What follows belongs to an exercise in optimizing a design on an open flow for small area and a short achievable clock period; a production flow would make more cautious choices.
No run shown here included a check of the RTL's function; only the layout flow was run.
Power is estimated from default activity; no workload was simulated.

<file path="flow/run.sh">
#!/bin/bash
# Layout: the standard flow (standard.sh) with two changes to how it is
# built, none to what is built or measured:
#  - the port buffers that global placement inserts are plain buf_1 cells
#    (repair_timing still resizes any that timing needs);
#  - clock tree synthesis runs with the settings of config.mk
#    (CTS_CLUSTER_SIZE 50, CTS_CLUSTER_DIAMETER 60) but inserts no dummy
#    load cells.
# All tool output goes to standard_flow.log here; ORFS's per-step logs stay
# under orfs/logs/.
set -euo pipefail
export BUFFER_PORTS_ARGS="-buffer_cell sky130_fd_sc_hd__buf_1"
export CTS_ARGS="-sink_clustering_enable -repair_clock_nets -sink_clustering_size 50 -sink_clustering_max_diameter 60 -dont_use_dummy_load"
bash standard.sh > standard_flow.log 2>&1
</file>
<file path="standard.sh">
#!/bin/bash
# synth_recipe.tcl (not shown) runs the flow's synth.tcl, then flattens the netlist and writes it again
# the make line also repeats each setting of config.mk as NAME=value (left out here)
make -C /OpenROAD-flow-scripts/flow DESIGN_CONFIG=/design/flow/config.mk WORK_HOME=/design/flow/orfs CLKGATE_MAP_FILE= SYNTH_SCRIPT=/design/flow/synth_recipe.tcl "${@:-finish}"
</file>
<file path="config.mk">
export PLATFORM = sky130hd
export DESIGN_NAME = multiplier_logic
export DESIGN_NICKNAME = multiplier_logic
export VERILOG_FILES = /design/flow/design.v
export SDC_FILE = /design/flow/constraint.sdc
export NUM_CORES = 4
export LEC_CHECK = 0
export CAP_MARGIN = 20
export CORE_MARGIN = 2
export CORE_UTILIZATION = 40
export CTS_CLUSTER_DIAMETER = 60
export CTS_CLUSTER_SIZE = 50
export SETUP_SLACK_MARGIN = 2.55
export SLEW_MARGIN = 20
export SYNTH_HIERARCHICAL = 1
export SYNTH_MINIMUM_KEEP_SIZE = 0
</file>
<file path="constraint.sdc">
create_clock -name core_clock -period 4.5 [get_ports {clk}]
set_input_delay 0.9000 -clock core_clock [delete_from_list [all_inputs] [get_ports {clk}]]
set_output_delay 0.9000 -clock core_clock [all_outputs]
set_load 0.01 [all_outputs]
</file>
<file path="design.v">
module multiplier_logic (
    input  wire        clk,
    input  wire        rst_n,
    input  wire [15:0] a,
    input  wire [15:0] b,
    output reg  [31:0] y
);
  reg r1_a0;
  reg r1_a1;
  reg r1_a2;
  reg r1_a3;
  reg r1_a4;
  reg r1_a5;
  reg r1_a6;
  reg r1_a7;
  reg r1_a8;
  reg r1_a9;
  reg r1_a10;
  reg r1_a11;
  reg r1_a12;
  reg r1_a13;
  reg r1_a14;
  reg r1_a15;
  reg r1_b15;
  reg r1_one1;
  reg r1_two2;
  reg r1_neg3;
  reg r1_one4;
  reg r1_two5;
  reg r1_neg6;
  reg r1_one7;
  reg r1_two8;
  reg r1_neg9;
  reg r1_one10;
  reg r1_two11;
  reg r1_neg12;
  reg r1_one13;
  reg r1_two14;
  reg r1_neg15;
  reg r1_one16;
  reg r1_two17;
  reg r1_neg18;
  reg r1_one19;
  reg r1_two20;
  reg r1_neg21;
  reg r1_one22;
  reg r1_two23;
  reg r1_neg24;
  reg r2_s193;
  reg r2_s195;
  reg r2_s199;
  reg r2_c200;
  reg r2_s201;
  reg r2_p63;
  reg r2_s203;
  reg r2_c202;
  reg r2_c204;
  reg r2_s205;
  reg r2_s207;
  reg r2_s209;
  reg r2_c210;
  reg r2_s213;
  reg r2_c214;
  reg r2_s219;
  reg r2_c218;
  reg r2_s221;
  reg r2_c220;
  reg r2_s223;
  reg r2_s227;
  reg r2_c224;
  reg r2_s229;
  reg r2_s233;
  reg r2_c230;
  reg r2_s235;
  reg r2_c236;
  reg r2_s241;
  reg r2_s243;
  reg r2_s245;
  reg r2_s247;
  reg r2_c242;
  reg r2_c244;
  reg r2_s249;
  reg r2_s253;
  reg r2_s255;
  reg r2_c250;
  reg r2_s257;
  reg r2_s261;
  reg r2_c258;
  reg r2_s263;
  reg r2_s265;
  reg r2_s269;
  reg r2_s271;
  reg r2_c264;
  reg r2_c266;
  reg r2_s273;
  reg r2_s279;
  reg r2_c274;
  reg r2_s281;
  reg r2_s283;
  reg r2_c282;
  reg r2_c284;
  reg r2_s291;
  reg r2_s293;
  reg r2_s297;
  reg r2_c292;
  reg r2_c294;
  reg r2_s299;
  reg r2_s301;
  reg r2_c300;
  reg r2_c302;
  reg r2_s307;
  reg r2_s309;
  reg r2_s311;
  reg r2_s313;
  reg r2_c308;
  reg r2_c310;
  reg r2_s315;
  reg r2_s317;
  reg r2_s319;
  reg r2_c316;
  reg r2_s321;
  reg r2_s325;
  reg r2_c322;
  reg r2_s327;
  reg r2_s331;
  reg r2_c328;
  reg r2_s333;
  reg r2_c332;
  reg r2_s335;
  reg r2_c334;
  reg r2_s337;
  reg r2_s339;
  reg r2_c338;
  reg r2_s341;
  reg r2_c342;
  reg r2_s345;
  reg r2_c346;
  reg r2_s349;
  reg r2_c348;
  reg r2_s351;
  reg r2_c350;
  reg r2_c352;
  reg r2_s353;
  reg r2_s355;
  reg r3_r2_s193;
  reg r3_r2_s195;
  reg r3_r2_s199;
  reg r3_s357;
  reg r3_s361;
  reg r3_s365;
  reg r3_c366;
  reg r3_s367;
  reg r3_r2_c210;
  reg r3_r2_s213;
  reg r3_c368;
  reg r3_r2_c214;
  reg r3_r2_s219;
  reg r3_r2_s223;
  reg r3_s369;
  reg r3_c370;
  reg r3_s371;
  reg r3_c372;
  reg r3_s373;
  reg r3_c374;
  reg r3_s375;
  reg r3_s377;
  reg r3_s379;
  reg r3_c380;
  reg r3_s383;
  reg r3_c384;
  reg r3_s387;
  reg r3_s393;
  reg r3_c392;
  reg r3_s397;
  reg r3_c394;
  reg r3_c398;
  reg r3_s401;
  reg r3_s407;
  reg r3_c406;
  reg r3_s411;
  reg r3_c408;
  reg r3_s417;
  reg r3_c416;
  reg r3_s421;
  reg r3_c418;
  reg r3_s425;
  reg r3_c424;
  reg r3_s427;
  reg r3_c426;
  reg r3_s431;
  reg r3_s435;
  reg r3_s437;
  reg r3_c436;
  reg r3_s439;
  reg r3_s441;
  reg r3_c440;
  reg r3_s443;
  reg r3_r2_s355;
  reg r3_c444;
  wire one1 = b[0] ^ 1'b0;
  wire two2 = (b[1] & ~b[0] & ~1'b0) | (~b[1] & b[0] & 1'b0);
  wire neg3 = b[1];
  wire one4 = b[2] ^ b[1];
  wire two5 = (b[3] & ~b[2] & ~b[1]) | (~b[3] & b[2] & b[1]);
  wire neg6 = b[3];
  wire one7 = b[4] ^ b[3];
  wire two8 = (b[5] & ~b[4] & ~b[3]) | (~b[5] & b[4] & b[3]);
  wire neg9 = b[5];
  wire one10 = b[6] ^ b[5];
  wire two11 = (b[7] & ~b[6] & ~b[5]) | (~b[7] & b[6] & b[5]);
  wire neg12 = b[7];
  wire one13 = b[8] ^ b[7];
  wire two14 = (b[9] & ~b[8] & ~b[7]) | (~b[9] & b[8] & b[7]);
  wire neg15 = b[9];
  wire one16 = b[10] ^ b[9];
  wire two17 = (b[11] & ~b[10] & ~b[9]) | (~b[11] & b[10] & b[9]);
  wire neg18 = b[11];
  wire one19 = b[12] ^ b[11];
  wire two20 = (b[13] & ~b[12] & ~b[11]) | (~b[13] & b[12] & b[11]);
  wire neg21 = b[13];
  wire one22 = b[14] ^ b[13];
  wire two23 = (b[15] & ~b[14] & ~b[13]) | (~b[15] & b[14] & b[13]);
  wire neg24 = b[15];
  wire p25 = ((r1_one1 & r1_a0) | (r1_two2 & 1'b0)) ^ r1_neg3;
  wire p26 = ((r1_one1 & r1_a1) | (r1_two2 & r1_a0)) ^ r1_neg3;
  wire p27 = ((r1_one1 & r1_a2) | (r1_two2 & r1_a1)) ^ r1_neg3;
  wire p28 = ((r1_one1 & r1_a3) | (r1_two2 & r1_a2)) ^ r1_neg3;
  wire p29 = ((r1_one1 & r1_a4) | (r1_two2 & r1_a3)) ^ r1_neg3;
  wire p30 = ((r1_one1 & r1_a5) | (r1_two2 & r1_a4)) ^ r1_neg3;
  wire p31 = ((r1_one1 & r1_a6) | (r1_two2 & r1_a5)) ^ r1_neg3;
  wire p32 = ((r1_one1 & r1_a7) | (r1_two2 & r1_a6)) ^ r1_neg3;
  wire p33 = ((r1_one1 & r1_a8) | (r1_two2 & r1_a7)) ^ r1_neg3;
  wire p34 = ((r1_one1 & r1_a9) | (r1_two2 & r1_a8)) ^ r1_neg3;
  wire p35 = ((r1_one1 & r1_a10) | (r1_two2 & r1_a9)) ^ r1_neg3;
  wire p36 = ((r1_one1 & r1_a11) | (r1_two2 & r1_a10)) ^ r1_neg3;
  wire p37 = ((r1_one1 & r1_a12) | (r1_two2 & r1_a11)) ^ r1_neg3;
  wire p38 = ((r1_one1 & r1_a13) | (r1_two2 & r1_a12)) ^ r1_neg3;
  wire p39 = ((r1_one1 & r1_a14) | (r1_two2 & r1_a13)) ^ r1_neg3;
  wire p40 = ((r1_one1 & r1_a15) | (r1_two2 & r1_a14)) ^ r1_neg3;
  wire p41 = ((r1_one1 & 1'b0) | (r1_two2 & r1_a15)) ^ r1_neg3;
  wire ns42 = ~r1_neg3;
  wire ng43 = r1_neg3;
  wire p44 = ((r1_one4 & r1_a0) | (r1_two5 & 1'b0)) ^ r1_neg6;
  wire p45 = ((r1_one4 & r1_a1) | (r1_two5 & r1_a0)) ^ r1_neg6;
  wire p46 = ((r1_one4 & r1_a2) | (r1_two5 & r1_a1)) ^ r1_neg6;
  wire p47 = ((r1_one4 & r1_a3) | (r1_two5 & r1_a2)) ^ r1_neg6;
  wire p48 = ((r1_one4 & r1_a4) | (r1_two5 & r1_a3)) ^ r1_neg6;
  wire p49 = ((r1_one4 & r1_a5) | (r1_two5 & r1_a4)) ^ r1_neg6;
  wire p50 = ((r1_one4 & r1_a6) | (r1_two5 & r1_a5)) ^ r1_neg6;
  wire p51 = ((r1_one4 & r1_a7) | (r1_two5 & r1_a6)) ^ r1_neg6;
  wire p52 = ((r1_one4 & r1_a8) | (r1_two5 & r1_a7)) ^ r1_neg6;
  wire p53 = ((r1_one4 & r1_a9) | (r1_two5 & r1_a8)) ^ r1_neg6;
  wire p54 = ((r1_one4 & r1_a10) | (r1_two5 & r1_a9)) ^ r1_neg6;
  wire p55 = ((r1_one4 & r1_a11) | (r1_two5 & r1_a10)) ^ r1_neg6;
  wire p56 = ((r1_one4 & r1_a12) | (r1_two5 & r1_a11)) ^ r1_neg6;
  wire p57 = ((r1_one4 & r1_a13) | (r1_two5 & r1_a12)) ^ r1_neg6;
  wire p58 = ((r1_one4 & r1_a14) | (r1_two5 & r1_a13)) ^ r1_neg6;
  wire p59 = ((r1_one4 & r1_a15) | (r1_two5 & r1_a14)) ^ r1_neg6;
  wire p60 = ((r1_one4 & 1'b0) | (r1_two5 & r1_a15)) ^ r1_neg6;
  wire ns61 = ~r1_neg6;
  wire ng62 = r1_neg6;
  wire p63 = ((r1_one7 & r1_a0) | (r1_two8 & 1'b0)) ^ r1_neg9;
  wire p64 = ((r1_one7 & r1_a1) | (r1_two8 & r1_a0)) ^ r1_neg9;
  wire p65 = ((r1_one7 & r1_a2) | (r1_two8 & r1_a1)) ^ r1_neg9;
  wire p66 = ((r1_one7 & r1_a3) | (r1_two8 & r1_a2)) ^ r1_neg9;
  wire p67 = ((r1_one7 & r1_a4) | (r1_two8 & r1_a3)) ^ r1_neg9;
  wire p68 = ((r1_one7 & r1_a5) | (r1_two8 & r1_a4)) ^ r1_neg9;
  wire p69 = ((r1_one7 & r1_a6) | (r1_two8 & r1_a5)) ^ r1_neg9;
  wire p70 = ((r1_one7 & r1_a7) | (r1_two8 & r1_a6)) ^ r1_neg9;
  wire p71 = ((r1_one7 & r1_a8) | (r1_two8 & r1_a7)) ^ r1_neg9;
  wire p72 = ((r1_one7 & r1_a9) | (r1_two8 & r1_a8)) ^ r1_neg9;
  wire p73 = ((r1_one7 & r1_a10) | (r1_two8 & r1_a9)) ^ r1_neg9;
  wire p74 = ((r1_one7 & r1_a11) | (r1_two8 & r1_a10)) ^ r1_neg9;
  wire p75 = ((r1_one7 & r1_a12) | (r1_two8 & r1_a11)) ^ r1_neg9;
  wire p76 = ((r1_one7 & r1_a13) | (r1_two8 & r1_a12)) ^ r1_neg9;
  wire p77 = ((r1_one7 & r1_a14) | (r1_two8 & r1_a13)) ^ r1_neg9;
  wire p78 = ((r1_one7 & r1_a15) | (r1_two8 & r1_a14)) ^ r1_neg9;
  wire p79 = ((r1_one7 & 1'b0) | (r1_two8 & r1_a15)) ^ r1_neg9;
  wire ns80 = ~r1_neg9;
  wire ng81 = r1_neg9;
  wire p82 = ((r1_one10 & r1_a0) | (r1_two11 & 1'b0)) ^ r1_neg12;
  wire p83 = ((r1_one10 & r1_a1) | (r1_two11 & r1_a0)) ^ r1_neg12;
  wire p84 = ((r1_one10 & r1_a2) | (r1_two11 & r1_a1)) ^ r1_neg12;
  wire p85 = ((r1_one10 & r1_a3) | (r1_two11 & r1_a2)) ^ r1_neg12;
  wire p86 = ((r1_one10 & r1_a4) | (r1_two11 & r1_a3)) ^ r1_neg12;
  wire p87 = ((r1_one10 & r1_a5) | (r1_two11 & r1_a4)) ^ r1_neg12;
  wire p88 = ((r1_one10 & r1_a6) | (r1_two11 & r1_a5)) ^ r1_neg12;
  wire p89 = ((r1_one10 & r1_a7) | (r1_two11 & r1_a6)) ^ r1_neg12;
  wire p90 = ((r1_one10 & r1_a8) | (r1_two11 & r1_a7)) ^ r1_neg12;
  wire p91 = ((r1_one10 & r1_a9) | (r1_two11 & r1_a8)) ^ r1_neg12;
  wire p92 = ((r1_one10 & r1_a10) | (r1_two11 & r1_a9)) ^ r1_neg12;
  wire p93 = ((r1_one10 & r1_a11) | (r1_two11 & r1_a10)) ^ r1_neg12;
  wire p94 = ((r1_one10 & r1_a12) | (r1_two11 & r1_a11)) ^ r1_neg12;
  wire p95 = ((r1_one10 & r1_a13) | (r1_two11 & r1_a12)) ^ r1_neg12;
  wire p96 = ((r1_one10 & r1_a14) | (r1_two11 & r1_a13)) ^ r1_neg12;
  wire p97 = ((r1_one10 & r1_a15) | (r1_two11 & r1_a14)) ^ r1_neg12;
  wire p98 = ((r1_one10 & 1'b0) | (r1_two11 & r1_a15)) ^ r1_neg12;
  wire ns99 = ~r1_neg12;
  wire ng100 = r1_neg12;
  wire p101 = ((r1_one13 & r1_a0) | (r1_two14 & 1'b0)) ^ r1_neg15;
  wire p102 = ((r1_one13 & r1_a1) | (r1_two14 & r1_a0)) ^ r1_neg15;
  wire p103 = ((r1_one13 & r1_a2) | (r1_two14 & r1_a1)) ^ r1_neg15;
  wire p104 = ((r1_one13 & r1_a3) | (r1_two14 & r1_a2)) ^ r1_neg15;
  wire p105 = ((r1_one13 & r1_a4) | (r1_two14 & r1_a3)) ^ r1_neg15;
  wire p106 = ((r1_one13 & r1_a5) | (r1_two14 & r1_a4)) ^ r1_neg15;
  wire p107 = ((r1_one13 & r1_a6) | (r1_two14 & r1_a5)) ^ r1_neg15;
  wire p108 = ((r1_one13 & r1_a7) | (r1_two14 & r1_a6)) ^ r1_neg15;
  wire p109 = ((r1_one13 & r1_a8) | (r1_two14 & r1_a7)) ^ r1_neg15;
  wire p110 = ((r1_one13 & r1_a9) | (r1_two14 & r1_a8)) ^ r1_neg15;
  wire p111 = ((r1_one13 & r1_a10) | (r1_two14 & r1_a9)) ^ r1_neg15;
  wire p112 = ((r1_one13 & r1_a11) | (r1_two14 & r1_a10)) ^ r1_neg15;
  wire p113 = ((r1_one13 & r1_a12) | (r1_two14 & r1_a11)) ^ r1_neg15;
  wire p114 = ((r1_one13 & r1_a13) | (r1_two14 & r1_a12)) ^ r1_neg15;
  wire p115 = ((r1_one13 & r1_a14) | (r1_two14 & r1_a13)) ^ r1_neg15;
  wire p116 = ((r1_one13 & r1_a15) | (r1_two14 & r1_a14)) ^ r1_neg15;
  wire p117 = ((r1_one13 & 1'b0) | (r1_two14 & r1_a15)) ^ r1_neg15;
  wire ns118 = ~r1_neg15;
  wire ng119 = r1_neg15;
  wire p120 = ((r1_one16 & r1_a0) | (r1_two17 & 1'b0)) ^ r1_neg18;
  wire p121 = ((r1_one16 & r1_a1) | (r1_two17 & r1_a0)) ^ r1_neg18;
  wire p122 = ((r1_one16 & r1_a2) | (r1_two17 & r1_a1)) ^ r1_neg18;
  wire p123 = ((r1_one16 & r1_a3) | (r1_two17 & r1_a2)) ^ r1_neg18;
  wire p124 = ((r1_one16 & r1_a4) | (r1_two17 & r1_a3)) ^ r1_neg18;
  wire p125 = ((r1_one16 & r1_a5) | (r1_two17 & r1_a4)) ^ r1_neg18;
  wire p126 = ((r1_one16 & r1_a6) | (r1_two17 & r1_a5)) ^ r1_neg18;
  wire p127 = ((r1_one16 & r1_a7) | (r1_two17 & r1_a6)) ^ r1_neg18;
  wire p128 = ((r1_one16 & r1_a8) | (r1_two17 & r1_a7)) ^ r1_neg18;
  wire p129 = ((r1_one16 & r1_a9) | (r1_two17 & r1_a8)) ^ r1_neg18;
  wire p130 = ((r1_one16 & r1_a10) | (r1_two17 & r1_a9)) ^ r1_neg18;
  wire p131 = ((r1_one16 & r1_a11) | (r1_two17 & r1_a10)) ^ r1_neg18;
  wire p132 = ((r1_one16 & r1_a12) | (r1_two17 & r1_a11)) ^ r1_neg18;
  wire p133 = ((r1_one16 & r1_a13) | (r1_two17 & r1_a12)) ^ r1_neg18;
  wire p134 = ((r1_one16 & r1_a14) | (r1_two17 & r1_a13)) ^ r1_neg18;
  wire p135 = ((r1_one16 & r1_a15) | (r1_two17 & r1_a14)) ^ r1_neg18;
  wire p136 = ((r1_one16 & 1'b0) | (r1_two17 & r1_a15)) ^ r1_neg18;
  wire ns137 = ~r1_neg18;
  wire ng138 = r1_neg18;
  wire p139 = ((r1_one19 & r1_a0) | (r1_two20 & 1'b0)) ^ r1_neg21;
  wire p140 = ((r1_one19 & r1_a1) | (r1_two20 & r1_a0)) ^ r1_neg21;
  wire p141 = ((r1_one19 & r1_a2) | (r1_two20 & r1_a1)) ^ r1_neg21;
  wire p142 = ((r1_one19 & r1_a3) | (r1_two20 & r1_a2)) ^ r1_neg21;
  wire p143 = ((r1_one19 & r1_a4) | (r1_two20 & r1_a3)) ^ r1_neg21;
  wire p144 = ((r1_one19 & r1_a5) | (r1_two20 & r1_a4)) ^ r1_neg21;
  wire p145 = ((r1_one19 & r1_a6) | (r1_two20 & r1_a5)) ^ r1_neg21;
  wire p146 = ((r1_one19 & r1_a7) | (r1_two20 & r1_a6)) ^ r1_neg21;
  wire p147 = ((r1_one19 & r1_a8) | (r1_two20 & r1_a7)) ^ r1_neg21;
  wire p148 = ((r1_one19 & r1_a9) | (r1_two20 & r1_a8)) ^ r1_neg21;
  wire p149 = ((r1_one19 & r1_a10) | (r1_two20 & r1_a9)) ^ r1_neg21;
  wire p150 = ((r1_one19 & r1_a11) | (r1_two20 & r1_a10)) ^ r1_neg21;
  wire p151 = ((r1_one19 & r1_a12) | (r1_two20 & r1_a11)) ^ r1_neg21;
  wire p152 = ((r1_one19 & r1_a13) | (r1_two20 & r1_a12)) ^ r1_neg21;
  wire p153 = ((r1_one19 & r1_a14) | (r1_two20 & r1_a13)) ^ r1_neg21;
  wire p154 = ((r1_one19 & r1_a15) | (r1_two20 & r1_a14)) ^ r1_neg21;
  wire p155 = ((r1_one19 & 1'b0) | (r1_two20 & r1_a15)) ^ r1_neg21;
  wire ns156 = ~r1_neg21;
  wire ng157 = r1_neg21;
  wire p158 = ((r1_one22 & r1_a0) | (r1_two23 & 1'b0)) ^ r1_neg24;
  wire p159 = ((r1_one22 & r1_a1) | (r1_two23 & r1_a0)) ^ r1_neg24;
  wire p160 = ((r1_one22 & r1_a2) | (r1_two23 & r1_a1)) ^ r1_neg24;
  wire p161 = ((r1_one22 & r1_a3) | (r1_two23 & r1_a2)) ^ r1_neg24;
  wire p162 = ((r1_one22 & r1_a4) | (r1_two23 & r1_a3)) ^ r1_neg24;
  wire p163 = ((r1_one22 & r1_a5) | (r1_two23 & r1_a4)) ^ r1_neg24;
  wire p164 = ((r1_one22 & r1_a6) | (r1_two23 & r1_a5)) ^ r1_neg24;
  wire p165 = ((r1_one22 & r1_a7) | (r1_two23 & r1_a6)) ^ r1_neg24;
  wire p166 = ((r1_one22 & r1_a8) | (r1_two23 & r1_a7)) ^ r1_neg24;
  wire p167 = ((r1_one22 & r1_a9) | (r1_two23 & r1_a8)) ^ r1_neg24;
  wire p168 = ((r1_one22 & r1_a10) | (r1_two23 & r1_a9)) ^ r1_neg24;
  wire p169 = ((r1_one22 & r1_a11) | (r1_two23 & r1_a10)) ^ r1_neg24;
  wire p170 = ((r1_one22 & r1_a12) | (r1_two23 & r1_a11)) ^ r1_neg24;
  wire p171 = ((r1_one22 & r1_a13) | (r1_two23 & r1_a12)) ^ r1_neg24;
  wire p172 = ((r1_one22 & r1_a14) | (r1_two23 & r1_a13)) ^ r1_neg24;
  wire p173 = ((r1_one22 & r1_a15) | (r1_two23 & r1_a14)) ^ r1_neg24;
  wire p174 = ((r1_one22 & 1'b0) | (r1_two23 & r1_a15)) ^ r1_neg24;
  wire ns175 = ~r1_neg24;
  wire ng176 = r1_neg24;
  wire p177 = r1_a0 & r1_b15;
  wire p178 = r1_a1 & r1_b15;
  wire p179 = r1_a2 & r1_b15;
  wire p180 = r1_a3 & r1_b15;
  wire p181 = r1_a4 & r1_b15;
  wire p182 = r1_a5 & r1_b15;
  wire p183 = r1_a6 & r1_b15;
  wire p184 = r1_a7 & r1_b15;
  wire p185 = r1_a8 & r1_b15;
  wire p186 = r1_a9 & r1_b15;
  wire p187 = r1_a10 & r1_b15;
  wire p188 = r1_a11 & r1_b15;
  wire p189 = r1_a12 & r1_b15;
  wire p190 = r1_a13 & r1_b15;
  wire p191 = r1_a14 & r1_b15;
  wire p192 = r1_a15 & r1_b15;
  wire s193 = ng43 ^ p25;
  wire c194 = ng43 & p25;
  wire s195 = p26 ^ c194;
  wire c196 = p26 & c194;
  wire s197, c198;
  mult_fa u_s197 (.x(p44), .y(ng62), .z(p27), .s(s197), .c(c198));
  wire s199 = c196 ^ s197;
  wire c200 = c196 & s197;
  wire s201, c202;
  mult_fa u_s201 (.x(c198), .y(p28), .z(p45), .s(s201), .c(c202));
  wire s203, c204;
  mult_fa u_s203 (.x(p46), .y(ng81), .z(p29), .s(s203), .c(c204));
  wire s205, c206;
  mult_fa u_s205 (.x(p64), .y(p30), .z(p47), .s(s205), .c(c206));
  wire s207, c208;
  mult_fa u_s207 (.x(p48), .y(ng100), .z(p31), .s(s207), .c(c208));
  wire s209, c210;
  mult_fa u_s209 (.x(c206), .y(p65), .z(p82), .s(s209), .c(c210));
  wire s211, c212;
  mult_fa u_s211 (.x(p66), .y(p32), .z(p49), .s(s211), .c(c212));
  wire s213, c214;
  mult_fa u_s213 (.x(s211), .y(p83), .z(c208), .s(s213), .c(c214));
  wire s215, c216;
  mult_fa u_s215 (.x(p33), .y(ng119), .z(p101), .s(s215), .c(c216));
  wire s217, c218;
  mult_fa u_s217 (.x(p84), .y(p50), .z(p67), .s(s217), .c(c218));
  wire s219, c220;
  mult_fa u_s219 (.x(s217), .y(c212), .z(s215), .s(s219), .c(c220));
  wire s221, c222;
  mult_fa u_s221 (.x(p51), .y(p102), .z(p34), .s(s221), .c(c222));
  wire s223, c224;
  mult_fa u_s223 (.x(c216), .y(p68), .z(p85), .s(s223), .c(c224));
  wire s225, c226;
  mult_fa u_s225 (.x(p120), .y(ng138), .z(p103), .s(s225), .c(c226));
  wire s227, c228;
  mult_fa u_s227 (.x(p69), .y(p35), .z(p52), .s(s227), .c(c228));
  wire s229, c230;
  mult_fa u_s229 (.x(s225), .y(p86), .z(c222), .s(s229), .c(c230));
  wire s231, c232;
  mult_fa u_s231 (.x(p36), .y(p104), .z(p121), .s(s231), .c(c232));
  wire s233, c234;
  mult_fa u_s233 (.x(p87), .y(p53), .z(p70), .s(s233), .c(c234));
  wire s235, c236;
  mult_fa u_s235 (.x(s231), .y(c226), .z(c228), .s(s235), .c(c236));
  wire s237, c238;
  mult_fa u_s237 (.x(p122), .y(ng157), .z(p105), .s(s237), .c(c238));
  wire s239, c240;
  mult_fa u_s239 (.x(p54), .y(p139), .z(p37), .s(s239), .c(c240));
  wire s241, c242;
  mult_fa u_s241 (.x(c232), .y(p71), .z(p88), .s(s241), .c(c242));
  wire s243, c244;
  mult_fa u_s243 (.x(s239), .y(c234), .z(s237), .s(s243), .c(c244));
  wire s245, c246;
  mult_fa u_s245 (.x(p140), .y(p106), .z(p123), .s(s245), .c(c246));
  wire s247, c248;
  mult_fa u_s247 (.x(p72), .y(p38), .z(p55), .s(s247), .c(c248));
  wire s249, c250;
  mult_fa u_s249 (.x(c240), .y(p89), .z(c238), .s(s249), .c(c250));
  wire s251, c252;
  mult_fa u_s251 (.x(p124), .y(ng176), .z(p107), .s(s251), .c(c252));
  wire s253, c254;
  mult_fa u_s253 (.x(p39), .y(p141), .z(p158), .s(s253), .c(c254));
  wire s255, c256;
  mult_fa u_s255 (.x(p90), .y(p56), .z(p73), .s(s255), .c(c256));
  wire s257, c258;
  mult_fa u_s257 (.x(s251), .y(c246), .z(c248), .s(s257), .c(c258));
  wire s259, c260;
  mult_fa u_s259 (.x(p142), .y(p108), .z(p125), .s(s259), .c(c260));
  wire s261, c262;
  mult_fa u_s261 (.x(p57), .y(p159), .z(p40), .s(s261), .c(c262));
  wire s263, c264;
  mult_fa u_s263 (.x(c252), .y(p74), .z(p91), .s(s263), .c(c264));
  wire s265, c266;
  mult_fa u_s265 (.x(s259), .y(c254), .z(c256), .s(s265), .c(c266));
  wire s267, c268;
  mult_fa u_s267 (.x(p126), .y(p177), .z(p109), .s(s267), .c(c268));
  wire s269, c270;
  mult_fa u_s269 (.x(p41), .y(p143), .z(p160), .s(s269), .c(c270));
  wire s271, c272;
  mult_fa u_s271 (.x(p92), .y(p58), .z(p75), .s(s271), .c(c272));
  wire s273, c274;
  mult_fa u_s273 (.x(s267), .y(c260), .z(c262), .s(s273), .c(c274));
  wire s275, c276;
  mult_fa u_s275 (.x(p178), .y(1'b1), .z(ns42), .s(s275), .c(c276));
  wire s277, c278;
  mult_fa u_s277 (.x(p144), .y(p110), .z(p127), .s(s277), .c(c278));
  wire s279, c280;
  mult_fa u_s279 (.x(p76), .y(p161), .z(p59), .s(s279), .c(c280));
  wire s281, c282;
  mult_fa u_s281 (.x(c268), .y(p93), .z(s275), .s(s281), .c(c282));
  wire s283, c284;
  mult_fa u_s283 (.x(s277), .y(c270), .z(c272), .s(s283), .c(c284));
  wire s285, c286;
  mult_fa u_s285 (.x(p111), .y(1'b1), .z(p179), .s(s285), .c(c286));
  wire s287, c288;
  mult_fa u_s287 (.x(p162), .y(p128), .z(p145), .s(s287), .c(c288));
  wire s289, c290;
  mult_fa u_s289 (.x(p94), .y(p60), .z(p77), .s(s289), .c(c290));
  wire s291, c292;
  mult_fa u_s291 (.x(c280), .y(c276), .z(c278), .s(s291), .c(c292));
  wire s293, c294;
  mult_fa u_s293 (.x(s289), .y(s285), .z(s287), .s(s293), .c(c294));
  wire s295, c296;
  mult_fa u_s295 (.x(p112), .y(ns61), .z(p180), .s(s295), .c(c296));
  wire s297, c298;
  mult_fa u_s297 (.x(p163), .y(p129), .z(p146), .s(s297), .c(c298));
  wire s299, c300;
  mult_fa u_s299 (.x(c286), .y(p78), .z(p95), .s(s299), .c(c300));
  wire s301, c302;
  mult_fa u_s301 (.x(s295), .y(c288), .z(c290), .s(s301), .c(c302));
  wire s303, c304;
  mult_fa u_s303 (.x(p113), .y(1'b1), .z(p181), .s(s303), .c(c304));
  wire s305, c306;
  mult_fa u_s305 (.x(p164), .y(p130), .z(p147), .s(s305), .c(c306));
  wire s307, c308;
  mult_fa u_s307 (.x(c296), .y(p79), .z(p96), .s(s307), .c(c308));
  wire s309, c310;
  mult_fa u_s309 (.x(s305), .y(c298), .z(s303), .s(s309), .c(c310));
  wire s311, c312;
  mult_fa u_s311 (.x(p114), .y(ns80), .z(p182), .s(s311), .c(c312));
  wire s313, c314;
  mult_fa u_s313 (.x(p165), .y(p131), .z(p148), .s(s313), .c(c314));
  wire s315, c316;
  mult_fa u_s315 (.x(c306), .y(p97), .z(c304), .s(s315), .c(c316));
  wire s317, c318;
  mult_fa u_s317 (.x(p115), .y(1'b1), .z(p183), .s(s317), .c(c318));
  wire s319, c320;
  mult_fa u_s319 (.x(p166), .y(p132), .z(p149), .s(s319), .c(c320));
  wire s321, c322;
  mult_fa u_s321 (.x(c314), .y(p98), .z(c312), .s(s321), .c(c322));
  wire s323, c324;
  mult_fa u_s323 (.x(p116), .y(ns99), .z(p184), .s(s323), .c(c324));
  wire s325, c326;
  mult_fa u_s325 (.x(p167), .y(p133), .z(p150), .s(s325), .c(c326));
  wire s327, c328;
  mult_fa u_s327 (.x(s323), .y(c318), .z(c320), .s(s327), .c(c328));
  wire s329, c330;
  mult_fa u_s329 (.x(p117), .y(1'b1), .z(p185), .s(s329), .c(c330));
  wire s331, c332;
  mult_fa u_s331 (.x(p168), .y(p134), .z(p151), .s(s331), .c(c332));
  wire s333, c334;
  mult_fa u_s333 (.x(s329), .y(c324), .z(c326), .s(s333), .c(c334));
  wire s335, c336;
  mult_fa u_s335 (.x(p135), .y(ns118), .z(p186), .s(s335), .c(c336));
  wire s337, c338;
  mult_fa u_s337 (.x(c330), .y(p152), .z(p169), .s(s337), .c(c338));
  wire s339, c340;
  mult_fa u_s339 (.x(p136), .y(1'b1), .z(p187), .s(s339), .c(c340));
  wire s341, c342;
  mult_fa u_s341 (.x(c336), .y(p153), .z(p170), .s(s341), .c(c342));
  wire s343, c344;
  mult_fa u_s343 (.x(p154), .y(ns137), .z(p188), .s(s343), .c(c344));
  wire s345, c346;
  mult_fa u_s345 (.x(s343), .y(p171), .z(c340), .s(s345), .c(c346));
  wire s347, c348;
  mult_fa u_s347 (.x(p155), .y(1'b1), .z(p189), .s(s347), .c(c348));
  wire s349, c350;
  mult_fa u_s349 (.x(s347), .y(p172), .z(c344), .s(s349), .c(c350));
  wire s351, c352;
  mult_fa u_s351 (.x(p173), .y(ns156), .z(p190), .s(s351), .c(c352));
  wire s353, c354;
  mult_fa u_s353 (.x(p174), .y(1'b1), .z(p191), .s(s353), .c(c354));
  wire s355, c356;
  mult_fa u_s355 (.x(c354), .y(ns175), .z(p192), .s(s355), .c(c356));
  wire s357 = r2_c200 ^ r2_s201;
  wire c358 = r2_c200 & r2_s201;
  wire s359, c360;
  mult_fa u_s359 (.x(r2_s203), .y(r2_c202), .z(r2_p63), .s(s359), .c(c360));
  wire s361 = c358 ^ s359;
  wire c362 = c358 & s359;
  wire s363, c364;
  mult_fa u_s363 (.x(c360), .y(r2_c204), .z(r2_s205), .s(s363), .c(c364));
  wire s365 = c362 ^ s363;
  wire c366 = c362 & s363;
  wire s367, c368;
  mult_fa u_s367 (.x(c364), .y(r2_s207), .z(r2_s209), .s(s367), .c(c368));
  wire s369, c370;
  mult_fa u_s369 (.x(r2_s221), .y(r2_c218), .z(r2_c220), .s(s369), .c(c370));
  wire s371, c372;
  mult_fa u_s371 (.x(r2_s229), .y(r2_c224), .z(r2_s227), .s(s371), .c(c372));
  wire s373, c374;
  mult_fa u_s373 (.x(r2_s235), .y(r2_c230), .z(r2_s233), .s(s373), .c(c374));
  wire s375, c376;
  mult_fa u_s375 (.x(r2_s243), .y(r2_c236), .z(r2_s241), .s(s375), .c(c376));
  wire s377, c378;
  mult_fa u_s377 (.x(r2_s245), .y(r2_c242), .z(r2_c244), .s(s377), .c(c378));
  wire s379, c380;
  mult_fa u_s379 (.x(c376), .y(r2_s247), .z(r2_s249), .s(s379), .c(c380));
  wire s381, c382;
  mult_fa u_s381 (.x(r2_s255), .y(r2_c250), .z(r2_s253), .s(s381), .c(c382));
  wire s383, c384;
  mult_fa u_s383 (.x(s381), .y(r2_s257), .z(c378), .s(s383), .c(c384));
  wire s385, c386;
  mult_fa u_s385 (.x(r2_s263), .y(r2_c258), .z(r2_s261), .s(s385), .c(c386));
  wire s387, c388;
  mult_fa u_s387 (.x(s385), .y(r2_s265), .z(c382), .s(s387), .c(c388));
  wire s389, c390;
  mult_fa u_s389 (.x(r2_s269), .y(r2_c264), .z(r2_c266), .s(s389), .c(c390));
  wire s391, c392;
  mult_fa u_s391 (.x(c386), .y(r2_s271), .z(r2_s273), .s(s391), .c(c392));
  wire s393, c394;
  mult_fa u_s393 (.x(s391), .y(s389), .z(c388), .s(s393), .c(c394));
  wire s395, c396;
  mult_fa u_s395 (.x(r2_s281), .y(r2_c274), .z(r2_s279), .s(s395), .c(c396));
  wire s397, c398;
  mult_fa u_s397 (.x(s395), .y(r2_s283), .z(c390), .s(s397), .c(c398));
  wire s399, c400;
  mult_fa u_s399 (.x(r2_s291), .y(r2_c282), .z(r2_c284), .s(s399), .c(c400));
  wire s401, c402;
  mult_fa u_s401 (.x(s399), .y(r2_s293), .z(c396), .s(s401), .c(c402));
  wire s403, c404;
  mult_fa u_s403 (.x(r2_s297), .y(r2_c292), .z(r2_c294), .s(s403), .c(c404));
  wire s405, c406;
  mult_fa u_s405 (.x(c400), .y(r2_s299), .z(r2_s301), .s(s405), .c(c406));
  wire s407, c408;
  mult_fa u_s407 (.x(s405), .y(s403), .z(c402), .s(s407), .c(c408));
  wire s409, c410;
  mult_fa u_s409 (.x(r2_s307), .y(r2_c300), .z(r2_c302), .s(s409), .c(c410));
  wire s411, c412;
  mult_fa u_s411 (.x(s409), .y(r2_s309), .z(c404), .s(s411), .c(c412));
  wire s413, c414;
  mult_fa u_s413 (.x(r2_s311), .y(r2_c308), .z(r2_c310), .s(s413), .c(c414));
  wire s415, c416;
  mult_fa u_s415 (.x(c410), .y(r2_s313), .z(r2_s315), .s(s415), .c(c416));
  wire s417, c418;
  mult_fa u_s417 (.x(s415), .y(s413), .z(c412), .s(s417), .c(c418));
  wire s419, c420;
  mult_fa u_s419 (.x(r2_s319), .y(r2_c316), .z(r2_s317), .s(s419), .c(c420));
  wire s421, c422;
  mult_fa u_s421 (.x(s419), .y(r2_s321), .z(c414), .s(s421), .c(c422));
  wire s423, c424;
  mult_fa u_s423 (.x(r2_s327), .y(r2_c322), .z(r2_s325), .s(s423), .c(c424));
  wire s425, c426;
  mult_fa u_s425 (.x(c422), .y(c420), .z(s423), .s(s425), .c(c426));
  wire s427, c428;
  mult_fa u_s427 (.x(r2_s333), .y(r2_c328), .z(r2_s331), .s(s427), .c(c428));
  wire s429, c430;
  mult_fa u_s429 (.x(r2_s335), .y(r2_c332), .z(r2_c334), .s(s429), .c(c430));
  wire s431, c432;
  mult_fa u_s431 (.x(s429), .y(r2_s337), .z(c428), .s(s431), .c(c432));
  wire s433, c434;
  mult_fa u_s433 (.x(r2_s341), .y(r2_c338), .z(r2_s339), .s(s433), .c(c434));
  wire s435, c436;
  mult_fa u_s435 (.x(c432), .y(c430), .z(s433), .s(s435), .c(c436));
  wire s437, c438;
  mult_fa u_s437 (.x(c434), .y(r2_c342), .z(r2_s345), .s(s437), .c(c438));
  wire s439, c440;
  mult_fa u_s439 (.x(c438), .y(r2_c346), .z(r2_s349), .s(s439), .c(c440));
  wire s441, c442;
  mult_fa u_s441 (.x(r2_s351), .y(r2_c348), .z(r2_c350), .s(s441), .c(c442));
  wire s443, c444;
  mult_fa u_s443 (.x(c442), .y(r2_c352), .z(r2_s353), .s(s443), .c(c444));
  wire s445 = r3_c368 ^ r3_r2_c210;
  wire c446 = r3_c368 & r3_r2_c210;
  wire s447 = r3_r2_c214 ^ r3_r2_s219;
  wire c448 = r3_r2_c214 & r3_r2_s219;
  wire s449 = r3_r2_s223 ^ r3_s369;
  wire c450 = r3_r2_s223 & r3_s369;
  wire s451 = r3_c370 ^ r3_s371;
  wire c452 = r3_c370 & r3_s371;
  wire s453 = r3_c372 ^ r3_s373;
  wire c454 = r3_c372 & r3_s373;
  wire s455 = r3_c374 ^ r3_s375;
  wire c456 = r3_c374 & r3_s375;
  wire s457 = r3_s377 ^ r3_s379;
  wire c458 = r3_s377 & r3_s379;
  wire s459 = r3_c380 ^ r3_s383;
  wire c460 = r3_c380 & r3_s383;
  wire s461 = r3_c384 ^ r3_s387;
  wire c462 = r3_c384 & r3_s387;
  wire s463 = r3_c392 ^ r3_c394;
  wire c464 = r3_c392 & r3_c394;
  wire s465 = r3_c398 ^ r3_s401;
  wire c466 = r3_c398 & r3_s401;
  wire s467 = r3_c406 ^ r3_c408;
  wire c468 = r3_c406 & r3_c408;
  wire s469 = r3_c416 ^ r3_c418;
  wire c470 = r3_c416 & r3_c418;
  wire s471 = r3_c424 ^ r3_c426;
  wire c472 = r3_c424 & r3_c426;
  wire [31:0] ra = {r3_c444, r3_s443, r3_c440, r3_s439, r3_c436, r3_s435, r3_s431, r3_s427, r3_s425, r3_s421, r3_s417, r3_s411, r3_s407, c464, r3_s397, r3_s393, c460, c458, c456, c454, c452, c450, c448, c446, r3_r2_s213, r3_c366, r3_s365, r3_s361, r3_s357, r3_r2_s199, r3_r2_s195, r3_r2_s193};
  wire [31:0] rb = {r3_r2_s355, 1'b0, r3_s441, 1'b0, r3_s437, 1'b0, c472, s471, c470, s469, c468, s467, c466, s465, s463, c462, s461, s459, s457, s455, s453, s451, s449, s447, s445, r3_s367, 1'b0, 1'b0, 1'b0, 1'b0, 1'b0, 1'b0};
  wire [16:0] plo = ra[15:0] + rb[15:0];
  reg [16:0] r4_plo;
  reg [15:0] r4_ha, r4_hb;
  always @(posedge clk) begin r4_plo <= plo; r4_ha <= ra[31:16]; r4_hb <= rb[31:16]; end
  wire [16:0] phs = {r4_ha, r4_plo[16]} + {r4_hb, r4_plo[16]};
  wire [15:0] phi = phs[16:1];
  wire [31:0] prod = {phi, r4_plo[15:0]};
  always @(posedge clk) begin
    r1_a0 <= a[0];
    r1_a1 <= a[1];
    r1_a2 <= a[2];
    r1_a3 <= a[3];
    r1_a4 <= a[4];
    r1_a5 <= a[5];
    r1_a6 <= a[6];
    r1_a7 <= a[7];
    r1_a8 <= a[8];
    r1_a9 <= a[9];
    r1_a10 <= a[10];
    r1_a11 <= a[11];
    r1_a12 <= a[12];
    r1_a13 <= a[13];
    r1_a14 <= a[14];
    r1_a15 <= a[15];
    r1_b15 <= b[15];
    r1_one1 <= one1;
    r1_two2 <= two2;
    r1_neg3 <= neg3;
    r1_one4 <= one4;
    r1_two5 <= two5;
    r1_neg6 <= neg6;
    r1_one7 <= one7;
    r1_two8 <= two8;
    r1_neg9 <= neg9;
    r1_one10 <= one10;
    r1_two11 <= two11;
    r1_neg12 <= neg12;
    r1_one13 <= one13;
    r1_two14 <= two14;
    r1_neg15 <= neg15;
    r1_one16 <= one16;
    r1_two17 <= two17;
    r1_neg18 <= neg18;
    r1_one19 <= one19;
    r1_two20 <= two20;
    r1_neg21 <= neg21;
    r1_one22 <= one22;
    r1_two23 <= two23;
    r1_neg24 <= neg24;
    r2_s193 <= s193;
    r2_s195 <= s195;
    r2_s199 <= s199;
    r2_c200 <= c200;
    r2_s201 <= s201;
    r2_p63 <= p63;
    r2_s203 <= s203;
    r2_c202 <= c202;
    r2_c204 <= c204;
    r2_s205 <= s205;
    r2_s207 <= s207;
    r2_s209 <= s209;
    r2_c210 <= c210;
    r2_s213 <= s213;
    r2_c214 <= c214;
    r2_s219 <= s219;
    r2_c218 <= c218;
    r2_s221 <= s221;
    r2_c220 <= c220;
    r2_s223 <= s223;
    r2_s227 <= s227;
    r2_c224 <= c224;
    r2_s229 <= s229;
    r2_s233 <= s233;
    r2_c230 <= c230;
    r2_s235 <= s235;
    r2_c236 <= c236;
    r2_s241 <= s241;
    r2_s243 <= s243;
    r2_s245 <= s245;
    r2_s247 <= s247;
    r2_c242 <= c242;
    r2_c244 <= c244;
    r2_s249 <= s249;
    r2_s253 <= s253;
    r2_s255 <= s255;
    r2_c250 <= c250;
    r2_s257 <= s257;
    r2_s261 <= s261;
    r2_c258 <= c258;
    r2_s263 <= s263;
    r2_s265 <= s265;
    r2_s269 <= s269;
    r2_s271 <= s271;
    r2_c264 <= c264;
    r2_c266 <= c266;
    r2_s273 <= s273;
    r2_s279 <= s279;
    r2_c274 <= c274;
    r2_s281 <= s281;
    r2_s283 <= s283;
    r2_c282 <= c282;
    r2_c284 <= c284;
    r2_s291 <= s291;
    r2_s293 <= s293;
    r2_s297 <= s297;
    r2_c292 <= c292;
    r2_c294 <= c294;
    r2_s299 <= s299;
    r2_s301 <= s301;
    r2_c300 <= c300;
    r2_c302 <= c302;
    r2_s307 <= s307;
    r2_s309 <= s309;
    r2_s311 <= s311;
    r2_s313 <= s313;
    r2_c308 <= c308;
    r2_c310 <= c310;
    r2_s315 <= s315;
    r2_s317 <= s317;
    r2_s319 <= s319;
    r2_c316 <= c316;
    r2_s321 <= s321;
    r2_s325 <= s325;
    r2_c322 <= c322;
    r2_s327 <= s327;
    r2_s331 <= s331;
    r2_c328 <= c328;
    r2_s333 <= s333;
    r2_c332 <= c332;
    r2_s335 <= s335;
    r2_c334 <= c334;
    r2_s337 <= s337;
    r2_s339 <= s339;
    r2_c338 <= c338;
    r2_s341 <= s341;
    r2_c342 <= c342;
    r2_s345 <= s345;
    r2_c346 <= c346;
    r2_s349 <= s349;
    r2_c348 <= c348;
    r2_s351 <= s351;
    r2_c350 <= c350;
    r2_c352 <= c352;
    r2_s353 <= s353;
    r2_s355 <= s355;
    r3_r2_s193 <= r2_s193;
    r3_r2_s195 <= r2_s195;
    r3_r2_s199 <= r2_s199;
    r3_s357 <= s357;
    r3_s361 <= s361;
    r3_s365 <= s365;
    r3_c366 <= c366;
    r3_s367 <= s367;
    r3_r2_c210 <= r2_c210;
    r3_r2_s213 <= r2_s213;
    r3_c368 <= c368;
    r3_r2_c214 <= r2_c214;
    r3_r2_s219 <= r2_s219;
    r3_r2_s223 <= r2_s223;
    r3_s369 <= s369;
    r3_c370 <= c370;
    r3_s371 <= s371;
    r3_c372 <= c372;
    r3_s373 <= s373;
    r3_c374 <= c374;
    r3_s375 <= s375;
    r3_s377 <= s377;
    r3_s379 <= s379;
    r3_c380 <= c380;
    r3_s383 <= s383;
    r3_c384 <= c384;
    r3_s387 <= s387;
    r3_s393 <= s393;
    r3_c392 <= c392;
    r3_s397 <= s397;
    r3_c394 <= c394;
    r3_c398 <= c398;
    r3_s401 <= s401;
    r3_s407 <= s407;
    r3_c406 <= c406;
    r3_s411 <= s411;
    r3_c408 <= c408;
    r3_s417 <= s417;
    r3_c416 <= c416;
    r3_s421 <= s421;
    r3_c418 <= c418;
    r3_s425 <= s425;
    r3_c424 <= c424;
    r3_s427 <= s427;
    r3_c426 <= c426;
    r3_s431 <= s431;
    r3_s435 <= s435;
    r3_s437 <= s437;
    r3_c436 <= c436;
    r3_s439 <= s439;
    r3_s441 <= s441;
    r3_c440 <= c440;
    r3_s443 <= s443;
    r3_r2_s355 <= r2_s355;
    r3_c444 <= c444;
  end
  reg [3:0] v;
  always @(posedge clk) begin
    if (!rst_n) begin
      v <= 4'd0;
      y <= 32'd0;
    end else begin
      v <= {v[2:0], 1'b1};
      y <= v[3] ? prod : 32'd0;
    end
  end
endmodule
module mult_fa (input wire x, input wire y, input wire z, output wire s, output wire c);
  assign s = x ^ y ^ z;
  assign c = (x & y) | (x & z) | (y & z);
endmodule
</file>
==> flow_summary.toml, run 1 <==
[outcome]
status = "timing/DRC/antenna clean"

[placed_design]
gp_congestion = 0.877
place_ws_ns = 1.99
dpl.hpwl_um = 17100
dp_cells = 1385
dpl-instance-area_um2 = 12800
port_buffers = 65

[critical_path]
critPathArrivalTime_ns = 2.36
cp_cell_sequence = "buf_6, a22oi_1, xnor2_1, fa_1, fa_1"
critPathMaxStageDelay_ns = 0.48
crit_buf_inv = 1
startpoint_type = "flip-flop"
crit_type = "flip-flop to flip-flop"
crit_required_ns = 4.86
crit_family = "adder cells"
cpMaxStageDelayCell = "fa_1"
cp_common_cell = "fa_1"
crit_path_max_fanout = 7
worstSetupEndpointType = "flip-flop"

[final_layout]
n_antenna_cell = 0
stdcell_area_um2 = 14400
utilization = 0.474
syn_to_final_growth_pct = 17.6
drive_gt1_frac = 0.203
layout.cells.non_filler = 1471
nNetsFinal = 1274

[floorplanning]
dieArea_um2 = 32000
ios = 66
die_w_um = 179
core_um2 = 30300
fp-row-count = 64
die_h_um = 179
start_util = 0.403

[synth]
synthTopCellsByArea = "dfxtp_1, fa_1, xnor2_1"
synth_area_um2 = 12200
synth_top_cell_by_area = "dfxtp_1"
yosys_register_bits = 273
async_reset_ff_frac = 0
synth_top_area_share = 0.446
synth_most_common_cell = "dfxtp_1"
synth_commonest_cells = "dfxtp_1, xnor2_1, fa_1"
synth_edf_count = 0
synth_seq_area_share = 0.446
synth_cell_types = 49
synth_flop_cell = "dfxtp_1"
synth_area_per_cell_um2 = 12.3
synth_warnings = 7
synthCells = 998

[timing]
fin_crit_ns = 2.00
fmax_mhz = 500
worst_slack_ns = 2.50
slew_viol_final = 0
setup_viol = 0
grt_setup_unrepaired = "true"
whs_ns = 0.300
period_share = 0.444
skew_ns = 0.0324
fin_tns_setup_ns = 0
finalHoldViolations = 0

[routing]
wl_um = 26700
vias_per_cell = 5.07
vias = 7461
ant_nets = 0
drtIter0Drc = 609
drtPass1Iterations = 8
post-route-drc-count = 0
routedWlPerCell_um = 18.2

[cts]
clockBufferDepth = 3
cts.htree.levels = 1
cts_hold_buf = 0
root_buffer = "clkbuf_16"
cts_sinks = 273
cts_tree = "done"
clkSlewWorstSetupHoldPaths_ns = 0.08
cts_made_buffers = 23
insertion_delay_ns = 0.52

[grt]
grtUsageTotal = 0.161
grt_pass1_wl_um = 40000
antenna_found_initial = 0
grt_overflow = 0
grt_max_degree = 25
grt_pass1_vias = 7159

[min_path]
hp-class = "flip-flop to flip-flop"

[power_and_ir_drop]
power.total_mw = 8.88
powerDensity_nw_per_um2 = 617
p_leak_nw = 5.55
max-vdd-ir-drop_mv = 0.277

[run]
cap_violations = 0
[power breakdown]
part | switching, mW | leakage, nW | internal [mW]
registers | 0.479 | 2.30 | 3.31
logic | 1.73 | 2.97 | 1.67
clock network | 0.791 | 0.283 | 0.897
[what timing repair did]
action	CTS	global route
endpoints found under the setup margin	78	36
hold endpoints to repair	0	0
resized for setup	84	72
pin swaps	9	35
setup buffers	2	61
[metal layers]
layer  vias up  track usage  part of all wire
li1       3483            -                 -
met1      3638        0.238              0.47
met2       288        0.240              0.44
met3        52       0.0324             0.073
met4         0       0.0400             0.020
met5         -            0                 0
[path summary, 6_finish.rpt]
check                                        start                 to  slack (ns)  cells after the start
worst max-delay path              r1_one16$_DFF_P_    r2_s235$_DFF_P_        2.50                      5
worst min-delay path            r3_r2_s193$_DFF_P_  r4_plo[0]$_DFF_P_        0.30                      0
worst max register to register    r1_one16$_DFF_P_    r2_s235$_DFF_P_        2.50                      5
worst min register to register  r3_r2_s193$_DFF_P_  r4_plo[0]$_DFF_P_        0.30                      0
[worst register-to-register path: stages (launching register included)]
cell and delay [ns]:
dfxtp_4 0.38, buf_6 0.15, a22oi_1 0.21, xnor2_1 0.19
fa_1 0.48, fa_1 0.45
[registers in the layout (all words and copies together), names as in the netlist, 4 cells and up]
signal,count
r4_hb,13
v,4
y,32
r4_plo,17
r4_ha,16
[Yosys stat by module (local to each module, per instance)]
module,area [um^2],cells inside,times used
mult_fa,20.0,1,120
multiplier_logic,9840,878,1
[cell type report]
type                            count  area [um^2]
Clock buffer                       23          576
Sequential cell                   273         5600
Multi-Input combinational cell    634         6800
Timing Repair Buffer              134          885
Inverter                           11         41.3
Fill cell                        2709        16000
Tap cell                          396          495
[logic make-up (layout without fill, tap and decap cells)]
logic type	count (synthesis)	in the layout	synth area share
flip-flops	273	273	0.446
XOR/XNOR	154	154	0.110
AND/OR/NAND/NOR	121	121	0.0535
adder cells (fa/ha/maj)	163	163	0.241
other	1	8	0.000306
multiplexers	5	5	0.00409
buffers and inverters	98	168	0.0315
AO/OA/AOI/OAI	183	183	0.113
[layout by cell type, fill, tap and decap left out, drive strengths merged, types with 11 or more instances in the layout]
cell,synthesis,routed
dfxtp,273,273
xnor2,141,141
buf,14,133
fa,122,122
a22oi,120,120
ha,41,41
nand2,31,31
clkbuf,73,24
and2,23,23
and3,19,19
o21ai,15,15
a21oi,14,14
xor2,13,13
nand2b,12,12
inv,11,11
nor2,11,11
==> run 2, diff against run 1 <==
--- a/design.v
+++ b/design.v
@@ -671,13 +671,13 @@
   wire c472 = r3_c424 & r3_c426;
   wire [31:0] ra = {r3_c444, r3_s443, r3_c440, r3_s439, r3_c436, r3_s435, r3_s431, r3_s427, r3_s425, r3_s421, r3_s417, r3_s411, r3_s407, c464, r3_s397, r3_s393, c460, c458, c456, c454, c452, c450, c448, c446, r3_r2_s213, r3_c366, r3_s365, r3_s361, r3_s357, r3_r2_s199, r3_r2_s195, r3_r2_s193};
   wire [31:0] rb = {r3_r2_s355, 1'b0, r3_s441, 1'b0, r3_s437, 1'b0, c472, s471, c470, s469, c468, s467, c466, s465, s463, c462, s461, s459, s457, s455, s453, s451, s449, s447, s445, r3_s367, 1'b0, 1'b0, 1'b0, 1'b0, 1'b0, 1'b0};
-  wire [16:0] plo = ra[15:0] + rb[15:0];
-  reg [16:0] r4_plo;
-  reg [15:0] r4_ha, r4_hb;
-  always @(posedge clk) begin r4_plo <= plo; r4_ha <= ra[31:16]; r4_hb <= rb[31:16]; end
-  wire [16:0] phs = {r4_ha, r4_plo[16]} + {r4_hb, r4_plo[16]};
-  wire [15:0] phi = phs[16:1];
-  wire [31:0] prod = {phi, r4_plo[15:0]};
+  wire [22:0] plo = ra[21:0] + rb[21:0];
+  reg [22:0] r4_plo;
+  reg [9:0] r4_ha, r4_hb;
+  always @(posedge clk) begin r4_plo <= plo; r4_ha <= ra[31:22]; r4_hb <= rb[31:22]; end
+  wire [10:0] phs = {r4_ha, r4_plo[22]} + {r4_hb, r4_plo[22]};
+  wire [9:0] phi = phs[10:1];
+  wire [31:0] prod = {phi, r4_plo[21:0]};
   always @(posedge clk) begin
     r1_a0 <= a[0];
     r1_a1 <= a[1];
--- a/config.mk
+++ b/config.mk
@@ -10,7 +10,8 @@
 export CORE_UTILIZATION = 40
 export CTS_CLUSTER_DIAMETER = 60
 export CTS_CLUSTER_SIZE = 50
-export SETUP_SLACK_MARGIN = 2.55
+export PLACE_DENSITY = 0.7
+export SETUP_SLACK_MARGIN = 2.5
 export SLEW_MARGIN = 20
 export SYNTH_HIERARCHICAL = 1
 export SYNTH_MINIMUM_KEEP_SIZE = 0
==> run 2 against run 1 <==
Highest routed layer unchanged. Register-to-register slack lost 0.08 ns. Still clean on timing, DRC and antenna. Clock power shrank 9%. Sequential share of layout area grew 0.72 points. Worst setup slack lost 0.081 ns.
==> flow_summary.toml, run 2 <==
[cts]
cts_made_buffers = 20
root_buffer = "clkbuf_16"
cts.htree.levels = 1
clockBufferDepth = 3
cts_sinks = 267
cts_hold_buf = 0
insertion_delay_ns = 0.52
cts_tree = "done"
clkSlewWorstSetupHoldPaths_ns = 0.10

[timing]
skew_ns = 0.0512
slew_viol_final = 0
grt_setup_unrepaired = "true"
setup_viol = 0
slew_headroom = 0.591
finalHoldViolations = 0
tightest_slew_ns = 0.613
fmax_mhz = 481
period_share = 0.462
worst_slack_ns = 2.42
fin_crit_ns = 2.08
fin_tns_setup_ns = 0

[final_layout]
drive_gt1_frac = 0.150
largest_register_ffs = 32
regMostFlops = "y"
layout_commonest_cell = "dfxtp_1"
layout.cells.non_filler = 1437
syn_to_final_growth_pct = 14.0
n_antenna_cell = 0
nNetsFinal = 1246
multi_input_comb_area_um2 = 6770
reg_top3 = "y (32), r4_plo (23), r4_ha (10)"
ff_latch_area_um2 = 5500
final_cell_mix = "dfxtp_1, xnor2_1, fa_1, a22oi_1, buf_1"
fillers = 2660

[critical_path]
startpoint_type = "flip-flop"
crit_path_max_fanout = 4
crit_type = "flip-flop to flip-flop"
crit_required_ns = 4.93
worstSetupEndpointType = "flip-flop"
critPathArrivalTime_ns = 2.51

[outcome]
status = "timing/DRC/antenna clean"

[placed_design]
gp_congestion = 0.892
dpl.hpwl_um = 17000
dp_cells = 1384
port_buffers = 65
place_ws_ns = 2.00

[synth]
async_reset_ff_frac = 0
synth_flop_cell = "dfxtp_1"
synth_edf_count = 0
synth_area_per_cell_um2 = 12.1
synth_top_area_share = 0.439
synth_warnings = 7
synth_most_common_cell = "dfxtp_1"
synth_area_um2 = 12200
synth_top_cell_by_area = "dfxtp_1"
synth_commonest_cells = "dfxtp_1, xnor2_1, fa_1"
synth_cell_types = 51
yosys_register_bits = 267
synth_seq_area_share = 0.439
synthCells = 1004
synthTopCellsByArea = "dfxtp_1, fa_1, xnor2_1"

[grt]
grt_pass1_vias = 7647
antenna_found_initial = 0
grt_overflow = 0
grt_max_degree = 32
grtUsageTotal = 0.162
grt_pass1_wl_um = 40700

[routing]
routedWlPerCell_um = 18.0
wl_um = 25800
ant_nets = 0
vias_per_cell = 5.14
post-route-drc-count = 0
vias = 7386
drtIter0Drc = 576
drtPass1Iterations = 5

[run]
cap_violations = 0

[power_and_ir_drop]
powerDensity_nw_per_um2 = 683
power.total_mw = 9.48
max-vdd-ir-drop_mv = 0.290
p_leak_nw = 5.30

[min_path]
hp-class = "flip-flop to flip-flop"

[floorplanning]
ios = 66
die_w_um = 178
start_util = 0.408
dieArea_um2 = 31800
die_h_um = 178
core_um2 = 29800
fp-row-count = 63
-- run 2: cell types whose count changed after synthesis, moves of 5 or more --
cell / delta
inv_1: +6
o21ai_0: -5
dfxtp_1: -6
nor2_1: +5
a211oi_1: -7
nand2b_1: -5
and3_1: +6
-- run 2: logic make-up (layout without fill, tap and decap cells) --
logic type | count (synthesis) | in the layout | share of synthesized area
other cells | 1 | 8 | 0.000308
fa+ha+maj | 163 | 163 | 0.243
mux | 2 | 2 | 0.00165
compound gates | 183 | 183 | 0.112
buf+inv | 104 | 140 | 0.0335
flops | 267 | 267 | 0.439
xor+xnor | 160 | 160 | 0.115
simple gates | 124 | 124 | 0.0556
-- run 2: worst max-delay path, cell delays in order (launching register included) --
cell and delay [ns]:
dfxtp_2 0.34, ha_4 0.24, ha_4 0.25, a211o_1 0.33
a21oi_4 0.15, or2_4 0.15, o221ai_4 0.11, a31oi_4 0.18
buf_4 0.14, xnor2_1 0.10
-- run 2: final timing paths --
path                   start                  to  slack (ns)  cells after the start
min reg2reg  r3_c436$_DFF_P_    r4_ha[5]$_DFF_P_        0.31                      0
max reg2reg  r3_c370$_DFF_P_  r4_plo[18]$_DFF_P_        2.42                      9
min          r3_c436$_DFF_P_    r4_ha[5]$_DFF_P_        0.31                      0
max          r3_c370$_DFF_P_  r4_plo[18]$_DFF_P_        2.42                      9
-- run 2: area by class of cell --
type	count	area share
Inverter	17	0.00460
Tap cell	390	0.0352
Timing Repair Buffer	103	0.0395
Clock buffer	20	0.0361
Multi-Input combinational cell	640	0.488
Sequential cell	267	0.396
-- run 2: per-layer routing --
layer  up-vias  share of wire  track usage
li1       3421              -            -
met1      3622           0.42        0.218
met2       289           0.47        0.262
met3        54          0.082       0.0350
met4         0          0.029       0.0522
met5         -              0            0
-- run 2: power breakdown --
part	switching [mW]	internal, mW	leakage (nW)
Sequential	0.523	3.24	2.25
Clock	0.744	0.784	0.246
Combinational	2.01	2.19	2.80
-- run 2: per-stage QoR --
stage / util / cell area [um^2] / hold WS (ns)
CTS: 0.452 / 13500 / 0.304
floorplan: - / 12300 / 0.310
detailed placement: 0.424 / 12600 / 0.312
global placement: 0.424 / 12600 / 0.312
finish: 0.466 / 13900 / 0.305
global route: 0.466 / 13900 / 0.304
-- run 2: modules after synthesis (local to each module, per instance) --
module | cell area [um^2] | times used
multiplier_logic | 9770 | 1
mult_fa | 20.0 | 120
-- run 2: what timing repair did --
item                       in CTS  in global routing
buffers inserted                9                 24
hold endpoints to repair        0                  0
setup endpoints to repair      81                 35
gates resized for setup        87                 54
pin swaps                      16                 27
==> run 3, diff against run 2 <==
--- a/design.v
+++ b/design.v
@@ -671,13 +671,13 @@
   wire c472 = r3_c424 & r3_c426;
   wire [31:0] ra = {r3_c444, r3_s443, r3_c440, r3_s439, r3_c436, r3_s435, r3_s431, r3_s427, r3_s425, r3_s421, r3_s417, r3_s411, r3_s407, c464, r3_s397, r3_s393, c460, c458, c456, c454, c452, c450, c448, c446, r3_r2_s213, r3_c366, r3_s365, r3_s361, r3_s357, r3_r2_s199, r3_r2_s195, r3_r2_s193};
   wire [31:0] rb = {r3_r2_s355, 1'b0, r3_s441, 1'b0, r3_s437, 1'b0, c472, s471, c470, s469, c468, s467, c466, s465, s463, c462, s461, s459, s457, s455, s453, s451, s449, s447, s445, r3_s367, 1'b0, 1'b0, 1'b0, 1'b0, 1'b0, 1'b0};
-  wire [22:0] plo = ra[21:0] + rb[21:0];
-  reg [22:0] r4_plo;
-  reg [9:0] r4_ha, r4_hb;
-  always @(posedge clk) begin r4_plo <= plo; r4_ha <= ra[31:22]; r4_hb <= rb[31:22]; end
-  wire [10:0] phs = {r4_ha, r4_plo[22]} + {r4_hb, r4_plo[22]};
-  wire [9:0] phi = phs[10:1];
-  wire [31:0] prod = {phi, r4_plo[21:0]};
+  wire [18:0] plo = ra[17:0] + rb[17:0];
+  reg [18:0] r4_plo;
+  reg [13:0] r4_ha, r4_hb;
+  always @(posedge clk) begin r4_plo <= plo; r4_ha <= ra[31:18]; r4_hb <= rb[31:18]; end
+  wire [14:0] phs = {r4_ha, r4_plo[18]} + {r4_hb, r4_plo[18]};
+  wire [13:0] phi = phs[14:1];
+  wire [31:0] prod = {phi, r4_plo[17:0]};
   always @(posedge clk) begin
     r1_a0 <= a[0];
     r1_a1 <= a[1];
==> run 3 against run 2 <==
Register-to-register slack hardly changed. Via count is 2.1% higher. Sequential power grew 1%. Fmax down 0.17%. Critical endpoint is now r4_plo[16]$_DFF_P_.
==> flow_summary.toml, run 3 <==
[outcome]
status = "timing/DRC/antenna clean"

[synth]
synth_top_cell_by_area = "dfxtp_1"
synth_edf_count = 0
synthCells = 1031
synth_commonest_cells = "dfxtp_1, xnor2_1, fa_1"
synth_cell_types = 57
synth_area_um2 = 12300
synth_top_area_share = 0.439
synthTopCellsByArea = "dfxtp_1, fa_1, xnor2_1"
synth_flop_cell = "dfxtp_1"
async_reset_ff_frac = 0
yosys_register_bits = 271
synth_most_common_cell = "dfxtp_1"
synth_seq_area_share = 0.439
synth_warnings = 7
synth_area_per_cell_um2 = 12.0

[floorplanning]
die_h_um = 180
dieArea_um2 = 32300
start_util = 0.405
ios = 66
fp-row-count = 64
die_w_um = 180
core_um2 = 30500

[final_layout]
final_cell_mix = "dfxtp_1, xnor2_1, a22oi_1, fa_1, buf_1"
syn_to_final_growth_pct = 12.0
nNetsFinal = 1255
reg_top3 = "y (32), r4_plo (19), r4_ha (14)"
utilization = 0.453
drive_gt1_frac = 0.119
largest_register_ffs = 32
layout_commonest_cell = "dfxtp_1"
n_antenna_cell = 0
regMostFlops = "y"

[timing]
setup_viol = 0
fin_crit_ns = 2.08
grt_setup_unrepaired = "true"
fmax_mhz = 480
slew_headroom = 0.641
fin_tns_setup_ns = 0
skew_ns = 0.0501
tightest_slew_ns = 0.538
period_share = 0.463
slew_viol_final = 0
finalHoldViolations = 0

[critical_path]
worstSetupEndpointType = "flip-flop"
crit_type = "flip-flop to flip-flop"
crit_path_max_fanout = 7
startpoint_type = "flip-flop"
crit_required_ns = 4.91
critPathArrivalTime_ns = 2.49

[placed_design]
gp_congestion = 0.868
dpl.hpwl_um = 17600
port_buffers = 65

[power_and_ir_drop]
p_leak_nw = 5.27
powerDensity_nw_per_um2 = 659
max-vdd-ir-drop_mv = 0.359

[grt]
grt_overflow = 0
antenna_found_initial = 0
grt_max_degree = 36
grt_pass1_vias = 7771
grtUsageTotal = 0.159
grt_pass1_wl_um = 41700

[routing]
wl_um = 26200
vias = 7541
vias_per_cell = 5.19
drtPass1Iterations = 5
ant_nets = 0
post-route-drc-count = 0
drtIter0Drc = 731
routedWlPerCell_um = 18.0

[cts]
clkSlewWorstSetupHoldPaths_ns = 0.10
root_buffer = "clkbuf_16"
cts.htree.levels = 1
cts_tree = "done"
cts_sinks = 271
clockBufferDepth = 3
cts_made_buffers = 17
insertion_delay_ns = 0.51

[min_path]
hp-class = "flip-flop to flip-flop"

[run]
cap_violations = 0
-- run 3: changes by cell type in the layout (fill, tap and decap cells not counted), sizes merged, moves of 3 or more --
cell	before	now
and3	24	19
nor2b	4	1
buf	103	93
o21ai	14	17
a211oi	0	10
xor2	17	13
nand3	3	7
or4	0	3
dfxtp	267	271
nand4	1	5
nor2	16	21
-- run 3: final cells by class --
| class | count | area [um^2] |
|---|---|---|
| Multi-Input combinational cell | 658 | 6750 |
| Timing Repair Buffer | 95 | 522 |
| Fill cell | 2722 | 16700 |
| Clock buffer | 17 | 425 |
| Tap cell | 396 | 495 |
| Sequential cell | 271 | 5580 |
| Inverter | 15 | 56.3 |
-- run 3: final timing paths --
kind / startpoint / endpoint / slack, ns / cells past startpoint
min reg2reg: r3_r2_s199$_DFF_P_ / r4_plo[2]$_DFF_P_ / 0.31 / 0
min: r3_r2_s199$_DFF_P_ / r4_plo[2]$_DFF_P_ / 0.31 / 0
max reg2reg: r3_s377$_DFF_P_ / r4_plo[16]$_DFF_P_ / 2.42 / 7
max: r3_s377$_DFF_P_ / r4_plo[16]$_DFF_P_ / 2.42 / 7
-- run 3: per-layer routing --
layer | share of wire | up-vias | GRT usage | wire (um)
li1 | - | 3503 | - | -
met1 | 0.44 | 3690 | 0.218 | 11600
met2 | 0.45 | 308 | 0.253 | 11800
met3 | 0.080 | 40 | 0.0332 | 2080
met4 | 0.025 | 0 | 0.0478 | 650
met5 | 0 | - | 0 | 0
-- run 3: logic make-up after synthesis --
| family | after synthesis | synth area share |
|---|---|---|
| DFF | 271 | 0.439 |
| AOI/OAI and AO/OA | 199 | 0.116 |
| and+or+nand+nor | 130 | 0.0566 |
| adders and majority gates | 163 | 0.239 |
| other | 1 | 0.000304 |
| buffers and inverters | 109 | 0.0359 |
| xor gates and xnor gates | 157 | 0.111 |
| muxes | 1 | 0.000811 |
-- run 3: metrics by stage --
step	instances	power (mW)	setup WS, ns	area (um^2)	hold WS, ns
after floorplan	1038	6.32	2.40	12500	0.310
after global placement	1409	6.98	2.02	12800	0.311
after detailed placement	1410	7.16	2.01	12800	0.312
after CTS	1431	8.76	2.39	13400	0.314
after global routing	1452	9.88	2.34	13800	0.311
final	1452	9.11	2.42	13800	0.312
-- run 3: what timing repair did --
item | 4_1_cts | 5_1_grt
endpoints found under the setup margin | 76 | 39
setup buffers | 4 | 21
hold buffers | 0 | 0
resized for setup | 76 | 50
pin swaps | 6 | 18
-- run 3: power breakdown --
part / internal, mW / switching [mW] / total [mW]
Sequential: 3.29 / 0.523 / 3.81
Combinational: 1.92 / 1.99 / 3.91
Clock: 0.672 / 0.717 / 1.39
-- run 3: Yosys stat by module, one instance, submodules excluded --
module            cells  copies in the design
multiplier_logic    911                     1
mult_fa               1                   120
-- run 3: critical path, stage by stage, from the launching register on --
cell     delay, ns
dfxtp_1       0.31
ha_1          0.32
ha_4          0.20
or4_4         0.53
o21ai_2       0.10
a31oi_4       0.06
or4_1         0.41
nand4_1       0.08
